Source: an optimization exercise on an open RTL-to-GDS flow (aim: small area). Production flows keep margins and buffers that such runs may drop. Only simulation tests tie the RTL to the original design; equivalence was not proved. Power and IR drop assume default switching activity.

[flow/design.v]
module Banco_reg (
	input wire Clk,
	input wire Reset,
	input wire RegWrite,
	input wire [4:0] ReadReg,
	input wire [4:0] WriteReg,
	input wire [31:0] WriteData,
	output reg [31:0] ReadData
);
reg [1023:0] rf;
reg [31:0] valid;
wire [31:0] wsel;
wire [31:0] rsel;
genvar r;
generate
	for (r = 0; r < 32; r = r + 1) begin : g_reg
		assign wsel[r] = RegWrite & (WriteReg == r);
		assign rsel[r] = valid[r] & (ReadReg == r);
	end
endgenerate
always @(posedge Clk or posedge Reset) begin
	if (Reset)
		valid <= 32'b0;
	else
		valid <= valid | wsel;
end
integer i;
always @(posedge Clk) begin
	for (i = 0; i < 32; i = i + 1)
		if (wsel[i])
			rf[32*i +: 32] <= WriteData;
end
always @(*) begin
	ReadData = 32'b0;
	for (i = 0; i < 32; i = i + 1)
		ReadData = ReadData | ({32{rsel[i]}} & rf[32*i +: 32]);
end
endmodule
module ula32 (
	input wire [31:0] A,
	input wire [31:0] B,
	input wire [2:0] Seletor,
	output reg [31:0] S,
	output wire Overflow,
	output wire Igual,
	output wire Maior,
	output wire Menor
);
wire inv = Seletor[1] | ~Seletor[0];
wire [31:0] nb = B ^ {32{inv}};
wire [31:0] soma;
wire [32:0] c;
assign c[0] = Seletor[1];
genvar k;
generate
	for (k = 0; k < 32; k = k + 1) begin : g_add
		assign soma[k] = A[k] ^ nb[k] ^ c[k];
		assign c[k+1] = (A[k] & nb[k]) | (c[k] & (A[k] ^ nb[k]));
	end
endgenerate
always @(*) begin
	if (Seletor[2])
		S = 32'b0;
	else case (Seletor[1:0])
		2'b00: S = A;
		2'b11: S = A & B;
		default: S = soma;
	endcase
end
assign Overflow = c[32] ^ c[31];
assign Igual = (soma == 32'b0) & ~Overflow;
assign Maior = ((~soma[31] & ~Overflow) | (Overflow & ~A[31])) & ~Igual;
assign Menor = (soma[31] & ~Overflow) | (Overflow & A[31]);
endmodule
module DIVMULT (
	input wire clk,
	input wire reset,
	input wire [31:0] A,
	input wire [31:0] B,
	input wire active,
	input wire isdiv,
	input wire bzero,
	input wire [5:0] cnt,
	output wire [31:0] HI,
	output wire [31:0] LO,
	output reg valid
);
reg [31:0] ph;
reg [31:0] pl;
wire run = active & ~(isdiv & bzero);
wire ld = run & (cnt == 6'd0);
wire m_step = run & ~isdiv & (cnt >= 6'd1) & (cnt <= 6'd32);
wire m_last = (cnt == 6'd32);
wire d_step = run & isdiv & (cnt >= 6'd2) & (cnt <= 6'd33);
wire neg_lo = run & isdiv & (((cnt == 6'd1) & A[31]) | ((cnt == 6'd34) & (A[31] ^ B[31])));
wire neg_hi = run & isdiv & (cnt == 6'd35) & A[31];
reg [31:0] x;
reg [31:0] y;
reg cin;
always @(*) begin
	if (d_step) begin
		x = {ph[30:0], pl[31]};
		y = B ^ {32{~B[31]}};
		cin = ~B[31];
	end
	else if (m_step) begin
		x = ph;
		y = pl[0] ? (B ^ {32{m_last}}) : 32'b0;
		cin = pl[0] & m_last;
	end
	else begin
		x = 32'b0;
		y = neg_lo ? ~pl : ~ph;
		cin = 1'b1;
	end
end
wire [31:0] sum;
wire [32:0] c;
assign c[0] = cin;
genvar k;
generate
	for (k = 0; k < 32; k = k + 1) begin : g_add
		assign sum[k] = x[k] ^ y[k] ^ c[k];
		assign c[k+1] = (x[k] & y[k]) | (c[k] & (x[k] ^ y[k]));
	end
endgenerate
wire co = c[32];
wire s32 = x[31] ^ y[31] ^ co;
always @(posedge clk) begin
	if (ld) begin
		ph <= 32'b0;
		pl <= A;
	end
	else if (m_step) begin
		ph <= {s32, sum[31:1]};
		pl <= {sum[0], pl[31:1]};
	end
	else if (d_step) begin
		ph <= co ? sum : x;
		pl <= {pl[30:0], co};
	end
	else if (neg_lo)
		pl <= sum;
	else if (neg_hi)
		ph <= sum;
end
always @(posedge clk or posedge reset) begin
	if (reset)
		valid <= 1'b0;
	else if (ld)
		valid <= 1'b1;
end
assign HI = ph;
assign LO = pl;
endmodule
module CPU(
		input wire clk,
		input wire reset,
		input wire PCCtrl,
		input wire SECtrl,
		input wire IRWrite,
		input wire RegWrite,
		input wire ALUOutCtrl,
		input wire EPCCtrl,
		input wire exc0,
		input wire bload,
		input wire md_active,
		input wire [5:0] md_cnt,
		input wire [1:0] IorD,
		input wire [1:0] ALUSrcA,
		input wire [1:0] ALUSrcB,
		input wire [1:0] RegDst,
		input wire [1:0] LSCtrl,
		input wire [1:0] SSCtrl,
		input wire [2:0] PCSrc,
		input wire [2:0] ALUCtrl,
		input wire [3:0] DataSrc,
		output wire eqf,
		output wire gtf,
		output wire ov,
		output wire bzero,
		output wire [5:0] funct,
		output wire [5:0] opCode,
		output wire [31:0] wPCOut,
		input wire [31:0] wMemOut,
		output reg [31:0] wMemAddr,
		output reg [31:0] wMemWData
);
reg [31:0] PC;
reg [31:0] IR;
reg [31:0] A;
reg [31:0] B;
reg [31:0] MDR;
reg [31:0] ALUOut;
reg [31:0] EPC;
reg epc_valid;
wire [31:0] aluS;
reg [31:0] pcnext;
assign wPCOut = PC;
assign opCode = IR[31:26];
assign funct = IR[5:0];
wire [4:0] rs = IR[25:21];
wire [4:0] rt = IR[20:16];
wire [4:0] rd = IR[15:11];
wire [15:0] imm = IR[15:0];
wire [31:0] rdata;
reg [4:0] waddr;
reg [31:0] wdata;
Banco_reg BR(clk, reset, RegWrite, bload ? rt : rs, waddr, wdata, rdata);
always @(posedge clk) begin
	A <= rdata;
	if (bload)
		B <= rdata;
	MDR <= wMemOut;
	if (IRWrite)
		IR <= wMemOut;
	if (ALUOutCtrl)
		ALUOut <= aluS;
	if (EPCCtrl)
		EPC <= aluS;
end
always @(posedge clk or posedge reset) begin
	if (reset) begin
		PC <= 32'b0;
		epc_valid <= 1'b0;
	end
	else begin
		if (PCCtrl)
			PC <= pcnext;
		if (EPCCtrl)
			epc_valid <= 1'b1;
	end
end
reg [31:0] LSOut;
always @(*) begin
	case (LSCtrl)
		2'b00: LSOut = {24'b0, MDR[7:0]};
		2'b01: LSOut = {16'b0, MDR[15:0]};
		default: LSOut = MDR;
	endcase
end
always @(*) begin
	case (SSCtrl)
		2'b00: wMemWData = {MDR[31:8], B[7:0]};
		2'b01: wMemWData = {MDR[31:16], B[15:0]};
		default: wMemWData = B;
	endcase
end
reg [31:0] srcA;
reg [31:0] srcB;
wire [31:0] se16 = {{16{SECtrl & imm[15]}}, imm};
always @(*) begin
	case (ALUSrcA)
		2'b00: srcA = PC;
		2'b01: srcA = A;
		default: srcA = LSOut;
	endcase
	case (ALUSrcB)
		2'b00: srcB = B;
		2'b01: srcB = 32'd4;
		2'b10: srcB = se16;
		default: srcB = {14'b0, imm, 2'b00};
	endcase
end
wire ltf;
ula32 ULA(srcA, srcB, ALUCtrl, aluS, ov, eqf, gtf, ltf);
always @(*) begin
	case (IorD)
		2'b00: wMemAddr = PC;
		2'b01: wMemAddr = aluS;
		2'b10: wMemAddr = ALUOut;
		default: wMemAddr = {31'b0, ~exc0};
	endcase
end
always @(*) begin
	case (PCSrc[1:0])
		2'b00: pcnext = PCSrc[2] ? (epc_valid ? EPC : 32'b0) : aluS;
		2'b01: pcnext = ALUOut;
		default: pcnext = {PC[31:28], IR[25:0], 2'b00};
	endcase
end
wire [31:0] shsrc = funct[2] ? A : B;
wire [4:0] shamt = funct[2] ? B[4:0] : imm[10:6];
wire left = ~funct[1];
wire fill = funct[0] & shsrc[31];
reg [31:0] shx;
reg [31:0] shout;
integer i;
always @(*) begin
	for (i = 0; i < 32; i = i + 1)
		shx[i] = left ? shsrc[31 - i] : shsrc[i];
end
wire [31:0] shy = $signed({fill, shx}) >>> shamt;
always @(*) begin
	for (i = 0; i < 32; i = i + 1)
		shout[i] = left ? shy[31 - i] : shy[i];
end
wire [31:0] HI;
wire [31:0] LO;
wire hl_valid;
assign bzero = (B == 32'b0);
DIVMULT DM(clk, reset, A, B, md_active, funct[1], bzero, md_cnt, HI, LO, hl_valid);
always @(*) begin
	case (RegDst)
		2'b00: waddr = rt;
		2'b01: waddr = rd;
		2'b10: waddr = 5'd30;
		default: waddr = 5'd31;
	endcase
	case (DataSrc)
		4'b0000: wdata = ALUOut;
		4'b0001: wdata = LSOut;
		4'b0010: wdata = hl_valid ? HI : 32'b0;
		4'b0011: wdata = hl_valid ? LO : 32'b0;
		4'b0100: wdata = {31'b0, ltf};
		4'b0110: wdata = {imm, 16'b0};
		default: wdata = shout;
	endcase
end
endmodule
module uControl(
		input clk,
		input reset,
		input eqf,
		input gtf,
		input ov,
		input bzero,
		input [5:0] funct,
		input [5:0] opCode,
		output reg MemCtrl,
		output reg PCCtrl,
		output reg MDCtrl,
		output reg SECtrl,
		output reg ShiftSrc,
		output reg ShiftAmt,
		output reg IRWrite,
		output reg RegWrite,
		output reg ALUOutCtrl,
		output reg EPCCtrl,
		output reg HILOWrite,
		output reg [1:0] IorD,
		output reg [1:0] ALUSrcA,
		output reg [1:0] ALUSrcB,
		output reg [1:0] RegDst,
		output reg [1:0] LSCtrl,
		output reg [1:0] SSCtrl,
		output reg [1:0] ExcptCtrl,
		output reg [2:0] ShiftCtrl,
		output reg [2:0] PCSrc,
		output reg [2:0] ALUCtrl,
		output reg [3:0] DataSrc,
		output reg start,
		output wire bload,
		output wire md_active,
		output wire [5:0] md_cnt
);
	parameter stateSTART				= 5'b00000;
	parameter stateSHIFT				= 5'b00001;
	parameter stateSSAVE				= 5'b00010;
	parameter stateRESULT			= 5'b00011;
	parameter stateRSAVE				= 5'b00100;
	parameter stateISAVE				= 5'b00101;
	parameter stateJR					= 5'b00110;
	parameter stateBREAK				= 5'b00111;
	parameter stateSLT				= 5'b01000;
	parameter stateJAL				= 5'b01001;
	parameter stateWAIT				= 5'b01010;
	parameter stateLS					= 5'b01011;
	parameter stateMEMWAIT			= 5'b01100;
	parameter stateHILO				= 5'b01101;
	parameter stateMEM				= 5'b01110;
	parameter stateBEQM				= 5'b01111;
	parameter stateBEQM2				= 5'b10000;
	parameter stateBRANCH			= 5'b10001;
	parameter stateEXCP				= 5'b10010;
	parameter stateOF					= 5'b10011;
	parameter stateDIV0				= 5'b10100;			
	parameter stateOPCODE			= 5'b10101;
	parameter stateEXCP2				= 5'b10110;
	parameter stateEXCP3				= 5'b10111;
	parameter stateEXCP4				= 5'b11000;
	parameter stateOP					= 5'b11001;
	parameter stateSTART2			= 5'b11010;
	parameter stateSTART3			= 5'b11011;
	parameter stateSTART4			= 5'b11100;
	parameter stateSTART5			= 5'b11101;
	parameter stateBRANCH2				= 5'b11110;
	parameter stateMEMWAIT2				= 5'b11111;
	parameter ulaSA 					= 3'b000;
	parameter ulaADD 					= 3'b001;
	parameter ulaSUB 					= 3'b010;
	parameter ulaAND 					= 3'b011;
	parameter ADD 						= 	{ 1'b0, 6'b100000 };
	parameter AND 						= 	{ 1'b0, 6'b100100 };
	parameter DIV 						= 	{ 1'b0, 6'b011010 };
	parameter MULT						= 	{ 1'b0, 6'b011000 };
	parameter JR 						= 	{ 1'b0, 6'b001000 };
	parameter MFHI 					= 	{ 1'b0, 6'b010000 };
	parameter MFLO 					= 	{ 1'b0, 6'b010010 };
	parameter SLL						=	{ 1'b0, 6'b000000 };
	parameter SLLV						=	{ 1'b0, 6'b000100 };
	parameter SLT						=	{ 1'b0, 6'b101010 };
	parameter SRA						=	{ 1'b0, 6'b000011 };
	parameter SRAV						=	{ 1'b0, 6'b000111 };
	parameter SRL 						=	{ 1'b0, 6'b000010 };
	parameter SUB 						= 	{ 1'b0, 6'b100010 };
	parameter BREAK 					=	{ 1'b0, 6'b001101 };
	parameter RTE						=	{ 1'b0, 6'b010011 };
	parameter ADDI 					= 	{ 1'b1, 6'b001000 };
	parameter ADDIU 					= 	{ 1'b1, 6'b001001 };
	parameter BEQ 						= 	{ 1'b1, 6'b000100 };
	parameter BNE						= 	{ 1'b1, 6'b000101 };
	parameter BLE 						= 	{ 1'b1, 6'b000110 };
	parameter BGT	 					= 	{ 1'b1, 6'b000111	};
	parameter BEQM 					= 	{ 1'b1, 6'b000001 };
	parameter LB						=	{ 1'b1, 6'b100000 };
	parameter LH						=	{ 1'b1, 6'b100001 };
	parameter LUI						=	{ 1'b1, 6'b001111 };
	parameter LW						=	{ 1'b1, 6'b100011	};
	parameter SB						=	{ 1'b1, 6'b101000 };
	parameter SH 						=	{ 1'b1, 6'b101001 };
	parameter SLTI						= 	{ 1'b1, 6'b001010	};
	parameter SW	 					=	{ 1'b1, 6'b101011 };
	parameter J							=	{ 1'b1, 6'b000010	};
	parameter JAL						=	{ 1'b1, 6'b000011	};
	wire [6:0] op = (opCode == 6'b0) ? {1'b0, funct} : {1'b1, opCode};
	reg [4:0] currentState;
	reg mwait;
	reg BEQMCtrl;
	reg BEQMCtrl2;
	reg [5:0] counter;
	reg mdrFlag;
	wire div0 = (currentState == stateMEMWAIT) && (op == DIV) && (counter == 6'd2) && bzero;
	assign bload = (currentState == stateSTART5);
	assign md_active = (currentState == stateMEMWAIT) && (op == DIV || op == MULT);
	assign md_cnt = counter;
	reg  n_MemCtrl;
	reg  n_PCCtrl;
	reg  n_MDCtrl;
	reg  n_SECtrl;
	reg  n_ShiftSrc;
	reg  n_ShiftAmt;
	reg  n_IRWrite;
	reg  n_RegWrite;
	reg  n_ALUOutCtrl;
	reg  n_EPCCtrl;
	reg  n_HILOWrite;
	reg [1:0] n_IorD;
	reg [1:0] n_ALUSrcA;
	reg [1:0] n_ALUSrcB;
	reg [1:0] n_RegDst;
	reg [1:0] n_LSCtrl;
	reg [1:0] n_SSCtrl;
	reg [1:0] n_ExcptCtrl;
	reg [2:0] n_ShiftCtrl;
	reg [2:0] n_PCSrc;
	reg [2:0] n_ALUCtrl;
	reg [3:0] n_DataSrc;
	reg  n_start;
	reg [4:0] n_currentState;
	reg  n_mwait;
	reg  n_BEQMCtrl;
	reg  n_BEQMCtrl2;
	reg [5:0] n_counter;
	reg  n_mdrFlag;
	always @(*) begin
		n_MemCtrl = MemCtrl;
		n_PCCtrl = PCCtrl;
		n_MDCtrl = MDCtrl;
		n_SECtrl = SECtrl;
		n_ShiftSrc = ShiftSrc;
		n_ShiftAmt = ShiftAmt;
		n_IRWrite = IRWrite;
		n_RegWrite = RegWrite;
		n_ALUOutCtrl = ALUOutCtrl;
		n_EPCCtrl = EPCCtrl;
		n_HILOWrite = HILOWrite;
		n_IorD = IorD;
		n_ALUSrcA = ALUSrcA;
		n_ALUSrcB = ALUSrcB;
		n_RegDst = RegDst;
		n_LSCtrl = LSCtrl;
		n_SSCtrl = SSCtrl;
		n_ExcptCtrl = ExcptCtrl;
		n_ShiftCtrl = ShiftCtrl;
		n_PCSrc = PCSrc;
		n_ALUCtrl = ALUCtrl;
		n_DataSrc = DataSrc;
		n_start = start;
		n_currentState = currentState;
		n_mwait = mwait;
		n_BEQMCtrl = BEQMCtrl;
		n_BEQMCtrl2 = BEQMCtrl2;
		n_counter = counter;
		n_mdrFlag = mdrFlag;
		begin
			case (n_currentState)
				stateSTART:
				begin
					n_PCCtrl = 0;
					n_MDCtrl = 0;
					n_SECtrl = 0;
					n_ShiftSrc = 0;
					n_ShiftAmt = 0;
					n_IRWrite = 0;
					n_RegWrite = 0;
					n_ALUOutCtrl = 0;
					n_EPCCtrl = 0;
					n_HILOWrite = 0;
					n_RegDst = 2'b00;
					n_LSCtrl = 2'b00;
					n_SSCtrl = 2'b00;
					n_ExcptCtrl = 2'b00;
					n_ShiftCtrl = 3'b000;
					n_PCSrc = 3'b000;
					n_DataSrc = 4'b0000;
					n_IorD = 2'b00;
					n_MemCtrl = 1'b0;
					n_ALUSrcA = 2'b00;
					n_ALUSrcB = 2'b01;
					n_ALUCtrl = 3'b001;
					n_currentState = stateSTART2;
				end
				stateSTART2:
				begin
					n_currentState = stateSTART3;
				end
				stateSTART3:
				begin
					n_PCSrc = 3'b000;
					n_PCCtrl = 1'b1;
					n_IRWrite = 1'b1;
					n_SECtrl = 1'b0;
					n_currentState = stateSTART4;
				end
				stateSTART4:
				begin
					n_PCCtrl = 1'b0;
					n_IRWrite = 0;
					n_ALUSrcA = 2'b00;
					n_ALUSrcB = 2'b11;
					n_ALUCtrl = 3'b001;
					n_currentState = stateSTART5;
				end
				stateSTART5:
				begin
					n_ALUOutCtrl = 1'b1;
					n_currentState = stateOP;
				end
				stateSHIFT:
				begin
					case (op)
						SLL, SLLV:
						begin
							n_ShiftCtrl = 3'b010;
						end
						SRA, SRAV:
						begin
							n_ShiftCtrl = 3'b100;
						end
						SRL:
						begin
							n_ShiftCtrl = 3'b011;
						end
					endcase
					n_currentState = stateSSAVE;
				end
				stateSSAVE:
				begin
					n_ShiftCtrl = 3'b000;
					n_DataSrc = 4'b1000;
					n_RegDst = 2'b01;
					n_RegWrite = 1'b1;
					n_currentState = stateWAIT;
				end
				stateRESULT:
				begin
					n_ALUOutCtrl = 1'b1;
					case (op)
						ADD, SUB, AND:
						begin
							if(ov) n_currentState = stateEXCP;
							else n_currentState = stateRSAVE;
						end
						ADDI, ADDIU:
						begin
							if(ov) n_currentState = stateEXCP;
							n_currentState = stateISAVE;
						end
						JAL:
						begin
							n_currentState = stateJAL;
						end
						LB, LH, LW, SB, SH, SW:
						begin 
							n_currentState = stateMEM;
						end
					endcase
				end
				stateRSAVE:
				begin
					n_DataSrc = 4'b0000;
					n_RegDst = 2'b01;
					n_RegWrite = 1'b1;
					n_currentState = stateWAIT;
				end
				stateISAVE:
				begin
					n_DataSrc = 4'b0000;
					n_RegDst = 2'b00;
					n_RegWrite = 1'b1;
					n_currentState = stateWAIT;
				end
				stateJR, stateBREAK:
				begin
					n_PCSrc = 3'b000;
					n_PCCtrl = 1'b1;
					n_currentState = stateWAIT;
				end
				stateSLT:
				begin
					n_DataSrc = 4'b0100;
					n_RegDst = 2'b01;
					n_RegWrite = 1'b1;
					n_currentState = stateWAIT;
				end
				stateJAL:
				begin
					n_DataSrc = 4'b0000;
					n_RegWrite = 1'b1;
					n_RegDst = 2'b11;
					n_PCSrc = 3'b010;
					n_PCCtrl = 1'b1;
					n_currentState = stateWAIT;
				end
				stateWAIT:
				begin
					n_PCCtrl = 0;
					n_currentState = stateSTART;
				end
				stateLS:
				begin
					case (op)
						LB:
						begin
							n_LSCtrl = 2'b00;
							n_RegDst = 2'b00;
							n_DataSrc = 4'b0001;
							n_RegWrite = 1'b1;
						end
						LH:
						begin
							n_LSCtrl = 2'b01;
							n_RegDst = 2'b00;
							n_DataSrc = 4'b0001;
							n_RegWrite = 1'b1;
						end
						LW:	
						begin
							n_LSCtrl = 2'b10;
							n_RegDst = 2'b00;
							n_DataSrc = 4'b0001;
							n_RegWrite = 1'b1;
						end
						SB:
						begin
							n_SSCtrl = 2'b00;
							n_MemCtrl =  1'b1;
							n_IorD = 2'b10;
						end
						SH:
						begin
							n_SSCtrl = 2'b01;
							n_MemCtrl =  1'b1;
							n_IorD = 2'b10;
						end
						SW:
						begin
							n_SSCtrl = 2'b10;
							n_MemCtrl =  1'b1;
							n_IorD = 2'b10;
						end
					endcase
					if(n_mwait) begin
						n_currentState = stateLS;
						n_mwait = 0;
					end
					else begin 
						n_currentState = stateWAIT;
					end
				end
				stateMEMWAIT2:
				begin
					n_currentState = stateLS;
					n_mwait = 1;
				end
				stateMEMWAIT:
				begin
					case (op)
						LB, LH, LW, SB, SH, SW:
						begin
							if(!n_mwait)
								n_currentState = stateMEMWAIT2;
							else begin
								n_currentState = stateMEMWAIT;
								n_mwait = 0;
							end		
						end
						BEQM:
						begin
							n_currentState = stateBEQM2;
						end
						DIV, MULT:
						begin
							if(!div0) begin
								n_start = 0;
								if(n_counter < 40)
									n_counter = n_counter + 1;
								else 
									n_currentState = stateHILO;
							end
							else n_currentState = stateEXCP;
						end
					endcase
				end
				stateHILO:
				begin
					n_HILOWrite = 1'b1;
					n_currentState = stateWAIT;
				end
				stateMEM:
				begin
					n_mwait = 1;
					n_IorD = 2'b10;
					n_MemCtrl = 1'b0;
					n_currentState = stateMEMWAIT;
				end
				stateBEQM:
				begin
					n_ALUOutCtrl = 1'b0;
					n_IorD = 2'b01;
					n_MemCtrl = 1'b0;
					n_currentState = stateMEMWAIT;
				end
				stateBEQM2:
				begin
					if(!n_BEQMCtrl) begin
						n_BEQMCtrl = 1;
						n_LSCtrl = 2'b10;
						n_ALUSrcA = 2'b10;
						n_ALUSrcB = 2'b00;
						n_ALUCtrl = 3'b111;
					end
					else 
					if(n_BEQMCtrl && !n_BEQMCtrl2) begin
				n_BEQMCtrl2 = 1;
				end
					else begin
						if (eqf)
								n_currentState = stateBRANCH;
						else
								n_currentState = stateWAIT;
					end
				end
				stateBRANCH:
				begin
					n_PCSrc = 2'b001;
					n_PCCtrl = 1'b1;
					n_currentState = stateWAIT;
				end
				stateEXCP:
				begin
					n_ALUSrcA = 2'b00;
					n_ALUSrcB = 2'b01;
					n_ALUCtrl = 3'b010;
					case (op)
						ADD, SUB, ADDI:
						begin
							n_currentState = stateOF;
						end
						DIV:
						begin
							n_currentState = stateDIV0;
						end
						default:
						begin
							n_currentState = stateOPCODE;
						end
					endcase
				end
				stateOF:
				begin
					n_EPCCtrl = 1'b1;
					n_ExcptCtrl = 2'b01;
					n_MemCtrl = 1'b0; 
					n_IorD = 2'b11;
					n_currentState = stateEXCP2;
				end
				stateDIV0:
				begin
					n_EPCCtrl = 1'b1;
					n_ExcptCtrl = 2'b10;
					n_MemCtrl = 1'b0;
					n_IorD = 2'b11;
					n_currentState = stateEXCP2;
				end
				stateOPCODE:
				begin
					n_EPCCtrl = 1'b1;
					n_ExcptCtrl = 2'b00;
					n_MemCtrl = 1'b0;
					n_IorD = 2'b11;
					n_currentState = stateEXCP2;
				end
				stateEXCP2:
				begin
					if(!n_mdrFlag) begin
						n_mdrFlag = 1'b1;
						n_currentState = stateEXCP2;
					end	
					else begin
						n_currentState = stateEXCP3;
						n_mdrFlag = 1'b0;
					end
				end
				stateEXCP3:
				begin
					n_LSCtrl = 2'b00;
					n_ALUSrcA = 2'b10;
					n_ALUCtrl = 3'b000;
					n_currentState = stateEXCP4;
				end
				stateEXCP4:
				begin
					n_PCSrc = 3'b000;
					n_PCCtrl = 1'b1;
					n_currentState = stateWAIT;
				end
				stateBRANCH2:
				begin
					if (
							(op == BEQ && eqf == 1'b1) || (op == BNE && eqf == 1'b0) ||
							(op == BGT && gtf == 1'b1) || (op == BLE && (eqf == 1'b1 || gtf == 1'b0))
						) n_currentState = stateBRANCH;
					else
						n_currentState = stateWAIT;
				end
				stateOP:
				begin
					n_ALUOutCtrl = 0;
					case (op)
						ADD:
						begin
							n_ALUSrcA = 2'b01;
							n_ALUSrcB = 2'b00;
							n_ALUCtrl = 3'b001;
							n_currentState = ov ? stateEXCP : stateRESULT;
						end
						AND:
						begin
							n_ALUSrcA = 2'b01;
							n_ALUSrcB = 2'b00;
							n_ALUCtrl = ulaAND;
							n_currentState = stateRESULT;
						end
						DIV:
						begin
							n_MDCtrl = 1'b1;
							n_start = 1'b1;
							n_counter = 0;
							n_currentState = div0 ? stateEXCP : stateMEMWAIT;
						end
						MULT:
						begin
							n_MDCtrl = 1'b0;
							n_start = 1'b1;
							n_counter = 0;
							n_currentState = stateMEMWAIT;
						end
						JR:
						begin
							n_ALUSrcA = 2'b01;
							n_ALUCtrl = ulaSA;
							n_currentState = stateJR;
						end
						MFHI:
						begin
							n_DataSrc = 4'b0010;
							n_RegDst = 2'b01;
							n_RegWrite = 1'b1;
							n_currentState = stateWAIT;
						end
						MFLO:
						begin
							n_DataSrc = 4'b0011;
							n_RegDst = 2'b01;
							n_RegWrite = 1'b1;
							n_currentState = stateWAIT;
						end
						SLL, SRA, SRL:
						begin
							n_ShiftSrc = 1'b1;
							n_ShiftAmt = 1'b1;
							n_ShiftCtrl = 3'b001;
							n_currentState = stateSHIFT;
						end
						SLLV, SRAV:
						begin
							n_ShiftSrc = 1'b0;
							n_ShiftAmt = 1'b0;
							n_ShiftCtrl = 3'b001;
							n_currentState = stateSHIFT;
						end
						SLT:
						begin
							n_ALUSrcA = 2'b01;
							n_ALUSrcB = 1'b00;
							n_ALUCtrl = 3'b111;
							n_currentState = stateSLT;
						end
						SUB:
						begin
							n_ALUSrcA = 2'b01;
							n_ALUSrcB = 2'b00;
							n_ALUCtrl = ulaSUB;
							n_currentState = ov ? stateEXCP : stateRESULT;
						end
						BREAK:
						begin
							n_ALUSrcA = 2'b00;
							n_ALUSrcB = 2'b01;
							n_ALUCtrl = 3'b010;
							n_currentState = stateBREAK;
						end
						RTE:
						begin
							n_PCSrc = 3'b100;
							n_PCCtrl = 1'b1;
							n_currentState = stateWAIT;
						end
						ADDI:
						begin
							n_ALUSrcA = 2'b01;
							n_ALUSrcB = 2'b10;
							n_SECtrl = 1'b1;
							n_ALUCtrl = 3'b001;
							n_currentState = ov ? stateEXCP : stateRESULT;
						end
						ADDIU:
						begin
							n_ALUSrcA = 2'b01;
							n_ALUSrcB = 2'b10;
							n_SECtrl = 1'b0;
							n_ALUCtrl = 3'b001;
							n_currentState = stateRESULT;
						end
						BEQ, BNE, BLE, BGT:
						begin
							n_ALUSrcA = 2'b01;
							n_ALUSrcB = 2'b00;
							n_ALUCtrl = 3'b111;
							n_currentState = stateBRANCH2;
						end
						BEQM:
						begin
							n_ALUSrcA = 2'b01;
							n_ALUOutCtrl = 1'b0;
							n_ALUCtrl = 3'b000;
							n_currentState = stateBEQM;
						end
						LB, LH, LW, SB, SH, SW:
						begin
							n_ALUSrcA = 2'b01;
							n_ALUSrcB = 2'b10;
							n_SECtrl = 1'b0;
							n_ALUCtrl = 3'b001;
							n_currentState = stateRESULT;
						end
						LUI:
						begin
							n_DataSrc = 4'b0110;
							n_RegDst = 2'b00;
							n_RegWrite = 1'b1;
							n_currentState = stateWAIT;
						end
						SLTI:
						begin
							n_SECtrl = 1'b1;
							n_ALUSrcB = 2'b10;
							n_ALUSrcA= 2'b01;
							n_ALUCtrl = 3'b111;
							n_currentState = stateSLT;
						end
						J:
						begin
							n_PCSrc = 3'b010;
							n_PCCtrl = 1'b1;
							n_currentState = stateWAIT;
						end
						JAL:
						begin
							n_ALUSrcA = 2'b00;
							n_ALUCtrl = 3'b000;
							n_currentState = stateRESULT;
						end
						default:
						begin
							n_currentState = stateEXCP;
						end
					endcase
				end
			endcase		
		end
	end
	always @ (posedge clk or posedge reset) begin
		if(reset) begin
			currentState <= stateSTART;
			mwait <= 0;
			BEQMCtrl <= 0;
			BEQMCtrl2 <= 0;
			counter <= 0;
			mdrFlag <= 0;
			start <= 0;
			MemCtrl <= 0;
			PCCtrl <= 0;
			MDCtrl <= 0;
			SECtrl <= 0;
			ShiftSrc <= 0;
			ShiftAmt <= 0;
			IRWrite <= 0;
			RegWrite <= 0;
			ALUOutCtrl <= 0;
			EPCCtrl <= 0;
			HILOWrite <= 0;
			IorD <= 2'b00;
			ALUSrcA <= 2'b00;
			ALUSrcB <= 2'b00;
			RegDst <= 2'b00;
			LSCtrl <= 2'b00;
			SSCtrl <= 2'b00;
			ExcptCtrl <= 2'b00;
			ShiftCtrl <= 3'b000;
			PCSrc <= 3'b000;
			ALUCtrl <= 3'b000;
			DataSrc <= 4'b0000;
		end
		else begin
			MemCtrl <= n_MemCtrl;
			PCCtrl <= n_PCCtrl;
			MDCtrl <= n_MDCtrl;
			SECtrl <= n_SECtrl;
			ShiftSrc <= n_ShiftSrc;
			ShiftAmt <= n_ShiftAmt;
			IRWrite <= n_IRWrite;
			RegWrite <= n_RegWrite;
			ALUOutCtrl <= n_ALUOutCtrl;
			EPCCtrl <= n_EPCCtrl;
			HILOWrite <= n_HILOWrite;
			IorD <= n_IorD;
			ALUSrcA <= n_ALUSrcA;
			ALUSrcB <= n_ALUSrcB;
			RegDst <= n_RegDst;
			LSCtrl <= n_LSCtrl;
			SSCtrl <= n_SSCtrl;
			ExcptCtrl <= n_ExcptCtrl;
			ShiftCtrl <= n_ShiftCtrl;
			PCSrc <= n_PCSrc;
			ALUCtrl <= n_ALUCtrl;
			DataSrc <= n_DataSrc;
			start <= n_start;
			currentState <= n_currentState;
			mwait <= n_mwait;
			BEQMCtrl <= n_BEQMCtrl;
			BEQMCtrl2 <= n_BEQMCtrl2;
			counter <= n_counter;
			mdrFlag <= n_mdrFlag;
		end
	end
endmodule
module uc_cpu (
	input wire clk,
	input wire reset,
	input wire [31:0] mem_rdata,
	output wire [31:0] mem_addr,
	output wire [31:0] mem_wdata,
	output wire mem_wr,
	output wire [31:0] pc
);
wire MemCtrl;
wire PCCtrl;
wire MDCtrl;
wire SECtrl;
wire ShiftSrc;
wire ShiftAmt;
wire IRWrite;
wire RegWrite;
wire ALUOutCtrl;
wire EPCCtrl;
wire HILOWrite;
wire [1:0] IorD;
wire [1:0] ALUSrcA;
wire [1:0] ALUSrcB;
wire [1:0] RegDst;
wire [1:0] LSCtrl;
wire [1:0] SSCtrl;
wire [1:0] ExcptCtrl;
wire [2:0] ShiftCtrl;
wire [2:0] PCSrc;
wire [2:0] ALUCtrl;
wire [3:0] DataSrc;
wire eqf;
wire gtf;
wire ov;
wire bzero;
wire [5:0] funct;
wire [5:0] opCode;
wire start;
wire bload;
wire md_active;
wire [5:0] md_cnt;
assign mem_wr = MemCtrl;
CPU cpu(clk, reset, PCCtrl, SECtrl, IRWrite, RegWrite, ALUOutCtrl, EPCCtrl, ExcptCtrl[0], bload, md_active, md_cnt,
		IorD, ALUSrcA, ALUSrcB, RegDst, LSCtrl, SSCtrl, PCSrc, ALUCtrl, DataSrc,
		eqf, gtf, ov, bzero, funct, opCode, pc, mem_rdata, mem_addr, mem_wdata);
uControl uc(clk, reset, eqf, gtf, ov, bzero, funct, opCode, MemCtrl, PCCtrl, MDCtrl, SECtrl, ShiftSrc, ShiftAmt, IRWrite, RegWrite, ALUOutCtrl, EPCCtrl, HILOWrite, IorD,
			ALUSrcA, ALUSrcB, RegDst, LSCtrl, SSCtrl, ExcptCtrl, ShiftCtrl, PCSrc, ALUCtrl, DataSrc, start, bload, md_active, md_cnt);
endmodule
[flow/run.sh]
#!/bin/bash
# synth_recipe.tcl (not shown) runs the flow's synth.tcl, then flattens the netlist and writes it again
# the make line also repeats each setting of config.mk as NAME=value (left out here)
make -C /OpenROAD-flow-scripts/flow DESIGN_CONFIG=/design/flow/config.mk WORK_HOME=/design/flow/orfs CLKGATE_MAP_FILE= SYNTH_SCRIPT=/design/flow/synth_recipe.tcl finish
[flow/config.mk]
export PLATFORM = sky130hd
export DESIGN_NAME = uc_cpu
export DESIGN_NICKNAME = uc_cpu
export VERILOG_FILES = /design/flow/design.v
export SDC_FILE = /design/flow/constraint.sdc
export NUM_CORES = 4
export LEC_CHECK = 0
export CAP_MARGIN = 20
export CORE_MARGIN = 2
export CORE_UTILIZATION = 30
export PLACE_DENSITY = 0.45
export SLEW_MARGIN = 20
[flow/constraint.sdc]
create_clock -name core_clock -period 20.0 [get_ports {clk}]
set_input_delay 4.0000 -clock core_clock [delete_from_list [all_inputs] [get_ports {clk}]]
set_output_delay 4.0000 -clock core_clock [all_outputs]
set_load 0.01 [all_outputs]
==> summary.txt <==
-- synth_stat cells, types with 96 or more instances --
library cell	count	share of area, %
clkbuf_1	338	2.0
a21oi_1	249	1.9
nand3_1	104	0.81
nand2_1	347	2.0
nor2_1	252	1.5
inv_1	101	0.59
edfxtp_1	1184	56
a22oi_1	541	6.4
o21ai_0	192	1.5
nand4_1	127	1.2
dfrtp_1	111	4.3
dfxtp_1	96	3.0
mux2i_1	170	2.7
-- how the worst max path moves through the flow --
| stage | from | endpoint | depth (start not counted) | slack [ps] |
|---|---|---|---|---|
| 5_1_grt | uc.ALUSrcB[1] | mem_addr[31] | 44 | 50 |
| 3_5_place_dp | uc.ALUSrcB[1] | mem_addr[31] | 44 | 80 |
| 2_1_floorplan | cpu.IR[1] | mem_addr[31] | 46 | 600 |
| 4_1_cts | uc.ALUSrcB[1] | mem_addr[31] | 44 | -20 |
| 3_3_place_gp | uc.ALUSrcB[1] | mem_addr[31] | 44 | 120 |
| 6_report | uc.ALUSrcB[1] | mem_addr[31] | 44 | 500 |
-- power by group through the flow --
stage	clock [mW]	sequential, mW	combinational (mW)
3_3_place_gp	0	4.28	3.42
2_1_floorplan	0	4.13	1.89
6_report	2.88	4.24	3.53
5_1_grt	3.04	4.26	3.72
4_1_cts	2.92	4.23	3.44
3_5_place_dp	0	4.29	3.42
-- area by class of cell --
class                      count  share of cell area, %
multi-input combinational   3117                  30.10
sequential                  1391                  53.87
clock inverter                84                  1.190
clock buffer                 204                  5.632
timing repair buffer         348                  3.945
antenna                        3                0.01005
tap                         2821                  4.723
inverter                     104                 0.5257
-- stage by stage --
step / util (%) / area [sq um] / std cells / total power, mW / setup slack, ps
CTS: 35.23 / 74650 / 8067 / 10.59 / -22.73
floorplan: - / 63940 / 5027 / 6.019 / 603.5
global route: 35.27 / 74730 / 8070 / 11.02 / 46.60
detailed placement: 32.82 / 69530 / 7779 / 7.705 / 81.24
finish: 35.27 / 74730 / 8072 / 10.64 / 503.9
global placement: 32.80 / 69500 / 7776 / 7.697 / 117.9
-- per-layer routing --
metal | global-route usage (%) | share of wire, % | up-vias
met4 | 10.98 | 4.7 | 2
met2 | 41.57 | 46 | 2702
met3 | 5.042 | 8.3 | 537
met5 | 0 | 0.0044 | -
met1 | 35.37 | 41 | 25817
li1 | - | - | 20182
-- what timing repair did --
item                       4_1_cts  5_1_grt
hold endpoints to repair         0        0
gates resized for setup         15       11
pin swaps                        1        1
setup endpoints to repair        4        3
buffers inserted                 0        0
-- cells by family after synthesis --
kind of cell / after synthesis
AOI/OAI and AO/OA: 1591
xor gates and xnor gates: 42
adders and majority gates: 75
buffers and inverters: 519
DFF: 1391
muxes: 254
and+or+nand+nor: 1155
-- placed cells by master (no fill, tap or decap), drive strengths merged, types with 111 or more instances in the layout --
cell,Yosys,routed
nand2,347,347
o21ai,194,194
buf,75,217
clkbuf,340,205
clkdlybuf4s50,0,128
dfrtp,111,111
a21oi,251,251
edfxtp,1184,1184
nand4,127,127
nor2,252,252
mux2i,170,170
a22oi,541,541
-- flip-flops by register name, summed over array words and instances (netlist names), 4 cells and up --
name             count
cpu.EPC             32
cpu.B               32
uc.DataSrc           4
cpu.IR              32
cpu.PC              32
cpu.DM.pl           32
cpu.DM.ph           32
uc.counter           6
uc.currentState      5
cpu.BR.valid        32
cpu.BR.rf         1024
cpu.MDR             32
cpu.ALUOut          32
cpu.A               32
==> results.cfg <==
[logic_synthesis]
yosys.area_share.simple_pct = 8.878
synth_seq_cells = 1391
synthArstFlopShare_pct = 7.980
syn_area_per_cell_sq_um = 12.72
synth_compound_area_share_pct = 17.56
yosysUniqueCellTypes = 92
synthCells = 5027
synth-xor-area-share_pct = 0.5753
syn-num-nets = 5136
synth_fa_ha_area_share_pct = 2.243
yosysWarnings = 5
synth_edf_count = 1184
synth_seq_area_share_pct = 62.96
synth_flop_cell = edfxtp_1
synth_top_family_by_area = compound AO/OA/AOI/OAI gates
synth.mux.area_fraction_pct = 4.599
netlist_area_sq_um = 63940

[finish]
area_growth_pct = 16.88
regArea_sq_um = 40260
drive_gt1_share_pct = 13.19
nNetsFinal = 5228
fill_cells = 20700
multi_input_area_sq_um = 22500

[power_and_ir_drop]
internal_power_mw = 6.640
power_density_nw_per_um2 = 142.4
pwr-share-comb_pct = 33.1
peakVddDrop_v = 0.00009448
p_clk_share_pct = 27.1
switching_share_pct = 37.61
p_switching_mw = 4.003
power_frac_seq_pct = 39.8
leakage_nw = 25.13

[timing]
finalCritPeriodShare_pct = 97.48
finClkSkew_ps = 67.61
tightest_slew_ps = 1281
maxSlewHeadroom_pct = 14.61
tns_ps = 0
final_max_slew_viol_count = 0
min_period_ps = 19500
whs_ps = 453.3
setup_viol = 0
rsz0062_at_grt = false
finalHoldViolations = 0
max_freq_mhz = 51.29

[floorplan]
std_cell_rows = 169
core_area_sq_um = 211900
die_width_um = 465.7
boundaryPins = 131
dieArea_sq_um = 216800
die_h_um = 465.7
floorplan.initialDensity_pct = 30.18

[worst_setup_path]
r2r_slack_ps = 2280
cp.required_ps = 16000
crit_path_frequent_cell = fa_2
start_kind = flop
r2r_cells = 48
max_stage_delay_ps = 470
critical-path-top-delay-family = adder cells
worstReg2RegStart = cpu.B[31]
crit_path_top_delay_cell = fa_1
worstSetupPathType = reg2out
worst_setup_path_end_kind = output pin
r2r_end = cpu.DM.ph[4]
cp.buffers_inverters = 5
critPathMaxFanout = 2
crit_arrival_ps = 15500

[clock_network]
cts_tree = built
ctsLongestPathBuffers = 3
cts.sinks = 1391
cts_root_buf = clkbuf_16
clk_latency_ps = 840
cts_buffers = 157
hold_buffers = 0
clkTransAtPathRegs_ps = 60
htree_levels = 4

[route]
via_per_inst = 6.100
drt-initial-drc-count = 7369
drtAntennaViolNets = 0
route.detailed.drc = 0
drt_pre_antenna_iters = 10
vias = 49240
drt_wl_total_um = 292900
wl_per_cell_um = 36.28

[place]
dp_hpwl_um = 175300
gp_congestion = 0.9944
port_buffers = 130

[flow_run]
cap_violations = 0

[grt]
grt_first_pass_wirelength_um = 399300
track_usage_pct = 26.32
grt_max_degree = 73
overflow = 0
antenna_found_initial = 9
grt_pass1_vias = 46522

[min_path]
hold_class = reg2reg
holdCritStartpoint = cpu.epc_valid
holdPathStages = 1
min_to = cpu.epc_valid

[run_status]
status = timing/DRC/antenna clean

port drivers added, routing unchanged:
How much do the figures lean on ideal ports? The routed layout below was timed once more, with nothing changed but the port constraints.
Step 1 sets driving cells, clkbuf_16 on the clock port and buf_2 on the other inputs (assumed; they add their load-dependent delay and slew).
Step 2 moves the port delays by t, midway between the first and last clock arrival at a register: inputs arrive t later, outputs are due t later. That takes back most of the time a late clock gives input paths.
Slacks: ideal ports / drivers / drivers and shift; pairs: ideal ports / drivers.
shift t [ns]: 0.909
slack for setup (ns): 0.504 / 0.406 / 1.315
worst register clock-pin slew, ns: 0.07 / 0.07
pins driven straight from the clock port: 1
After both steps setup and hold are still met in this run. The setup slack of this run moves by -0.098 ns with the drivers and by +0.811 ns with both steps.
